Background: an optimization exercise with open tools, aiming at small area. Do not read the settings as production practice.
The RTL was checked by simulation tests, not by an equivalence proof against the original design.

## the baseline
Design top_module, start of the top module:
module top_module(
    input wire clk_100MHz,
    input wire rst,
    input wire DOUT,
    input wire tare_button,
    input wire calib_button,
    output wire PD_SCK,
    output wire [7:0] SEG,
    output wire [7:0] AN,
    output wire TX
);
    reg [4:0] T;      
    reg       rst_d;  
    always @(posedge clk_100MHz) begin
        rst_d <= rst;
        if (rst) T <= 5'd0;
        else     T <= T + 5'd1;
    end
    wire signed [23:0] RAW_VAL;
    wire        DATA_VALID;
    wire        RAW_PEND;
    wire signed [23:0] TARE;
    wire signed [23:0] CALIBRATE_VAL;
    wire [24:0] CALIBRATED_OUTPUT;
    wire signed [23:0] LAST;
    wire [23:0] NEW_CAL;
    hx711_data_module HX711(
        .clk_100MHz(clk_100MHz), .rst(rst), .phase(T[1:0]), .DOUT(DOUT),
        .PD_SCK(PD_SCK), .RAW_VAL(RAW_VAL), .DATA_VALID(DATA_VALID), .RAW_PEND(RAW_PEND)
    );
    get_tare_and_calibration GET_TARE_CAL(
        .clk_100MHz(clk_100MHz), .rst(rst), .rst_d(rst_d), .T(T[3:0]),
        .tare_button(tare_button), .calib_button(calib_button),
        .DATA_VALID(DATA_VALID), .RAW_VAL(RAW_VAL), .new_cal(NEW_CAL),
        .last_raw_val(LAST), .TARE(TARE), .CALIBRATE_VAL(CALIBRATE_VAL)
    );
    output_calibrated_weight CALC_WEIGHT(
        .clk(clk_100MHz), .phase(T[1:0]),
        .TARE(TARE), .CALIBRATE_VAL(CALIBRATE_VAL), .RAW_VAL(RAW_VAL),
        .LAST(LAST), .NEW_CAL(NEW_CAL), .CALIBRATED_OUTPUT(CALIBRATED_OUTPUT)
    );
    signed_bcd_driver DISPLAY(
        .CLK(clk_100MHz), .RST(rst), .RST_D(rst_d), .T(T),
        .SIGNED_INT_DISPLAY(CALIBRATED_OUTPUT), .segment(SEG), .anode(AN)
    );
    UARTtx UART(
        .clk_100MHz(clk_100MHz), .rst(rst), .rst_d(rst_d), .T(T[2:0]),
        .raw_pend(RAW_PEND), .WEIGHTED(CALIBRATED_OUTPUT), .tx(TX)
    );
endmodule
For scale: ~2400 cells after synthesis, ~21000 µm² of cells after synthesis.
Settings: LEC_CHECK=0, ABC_AREA=1, CAP_MARGIN=20, CORE_MARGIN=2, CORE_UTILIZATION=45, CTS_BUF_LIST=sky130_fd_sc_hd__clkbuf_16, CTS_CLUSTER_DIAMETER=100, CTS_CLUSTER_SIZE=30, SLEW_MARGIN=20; clock period 400.0 ns.
standard.sh (not shown) runs the stock make flow with config.mk's settings and CLKGATE_MAP_FILE= SYNTH_SCRIPT=/design/flow/synth_recipe.tcl, a recipe that flattens the netlist after the stock synthesis.
==> flow/flow/run.sh <==
#!/bin/bash
# Layout flow: the standard synthesis, unchanged; then the combinational
# cells of its netlist are mapped again by ABC with an area-oriented mapper
# (flip-flops, full adders and tie cells are kept as they are, with
# their names); then the standard flow from floorplan to finish.
set -euo pipefail
R=$PWD/orfs/results/$FLOW_PLATFORM/top_module/base
L=$PWD/orfs/logs/$FLOW_PLATFORM/top_module/base
LIB=$FLOW_HOME/platforms/$FLOW_PLATFORM/lib/sky130_fd_sc_hd__tt_025C_1v80.lib
YOSYS=$FLOW_HOME/../tools/install/yosys/bin/yosys
[ -x "$YOSYS" ] || YOSYS=yosys

# 1. standard synthesis (writes 1_2_yosys.v)
bash standard.sh "$R/1_2_yosys.v" > std_synth.log 2>&1
cp "$R/1_2_yosys.v" "$R/1_2_yosys_std.v"

# 2. re-map the combinational logic
KEEP=$(grep -o 'sky130_fd_sc_hd__[a-z0-9_]*' "$R/1_2_yosys_std.v" | sort -u |
       grep -E '__(df|edf|sdf|dl|fa_|conb)' | tr '\n' ' ')
DU=$(grep -o -- '-dont_use [A-Za-z0-9_]*' "$L/1_2_yosys.log" | sort -u | tr '\n' ' ')
sed -e "s#@LIB@#$LIB#g" -e "s#@KEEP@#$KEEP#g" -e "s#@DU@#$DU#g" \
    -e "s#@IN@#$R/1_2_yosys_std.v#g" -e "s#@OUT@#$R/1_2_yosys.v#g" \
    -e "s#@ABC@#$PWD/flow/area.abc#g" flow/remap.ys > remap_run.ys
"$YOSYS" -l remap.log remap_run.ys > /dev/null 2>&1
sed -e "s#@LIB@#$LIB#g" -e "s#@OUT@#$R/1_2_yosys.v#g" flow/stat.ys > stat_run.ys
"$YOSYS" -l remap_stat.log stat_run.ys > /dev/null 2>&1

export CTS_ARGS="-sink_clustering_enable -repair_clock_nets -sink_clustering_size 30 -sink_clustering_max_diameter 100 -buf_list sky130_fd_sc_hd__clkbuf_16 -dont_use_dummy_load"
bash standard.sh > std_finish.log 2>&1
==> flow/flow/area.abc <==
strash
dch
amap
topo
==> flow/flow/remap.ys <==
# cells as their functions, except the ones kept as they are
read_liberty -ignore_miss_func @LIB@
read_verilog @IN@
hierarchy -top top_module
setattr -mod -set keep_hierarchy 1 @KEEP@
flatten top_module
opt_clean top_module
abc -script @ABC@ -liberty @LIB@ @DU@ top_module
opt_clean -purge top_module
hilomap -singleton -hicell sky130_fd_sc_hd__conb_1 HI -locell sky130_fd_sc_hd__conb_1 LO top_module
insbuf -buf sky130_fd_sc_hd__buf_4 A X top_module
opt_clean -purge top_module
select top_module
write_verilog -noattr -nohex -nodec -selected @OUT@
==> flow/flow/stat.ys <==
read_liberty -lib @LIB@
read_verilog @OUT@
hierarchy -top top_module
check -assert
stat -liberty @LIB@
Inputs modified between the baseline and the candidate:
-- flow/flow/run.sh --
<<< the baseline, line 26
"$YOSYS" -l remap_stat.log stat_run.ys > /dev/null 2>&1

export CTS_ARGS="-sink_clustering_enable -repair_clock_nets -sink_clustering_size 30 -sink_clustering_max_diameter 100 -buf_list sky130_fd_sc_hd__clkbuf_16 -dont_use_dummy_load"
bash standard.sh > std_finish.log 2>&1
>>> the candidate, line 26
"$YOSYS" -l remap_stat.log stat_run.ys > /dev/null 2>&1

# 3. standard flow on the re-mapped netlist
bash standard.sh > std_finish.log 2>&1
The candidate completed end to end with timing, DRC and antenna clean.
Total routing usage reported by global routing: the baseline vs the candidate — no meaningful difference
The candidate vs. the baseline: CTS clock-pin slew for the worst setup and hold paths now sits at about the same level, fmax now sits at about the same level.

==> separate check: timing with driven ports <==
How much do the figures lean on ideal ports? The routed layouts below were timed once more, with nothing changed but the port constraints. Step 1 assumes that a clkbuf_16 drives the clock port and a buf_2 every other input. Step 2, shift: input delay + t, output delay - t, t = (earliest + latest rising clock arrival at the registers) / 2. This alone moves slack from input paths to output paths. a / b / c = no drivers / after step 1 / after step 2; a / b = the first two.
run	t (ns)	setup WS [ns]	worst slew at a driven data input, ns	pins driven straight from the clock port
the baseline	0.546	239.043 / 239.043 / 239.043	0.05	1
the candidate	0.565	239.011 / 239.011 / 239.011	0.05	1
After both steps every run listed still meets setup and hold.
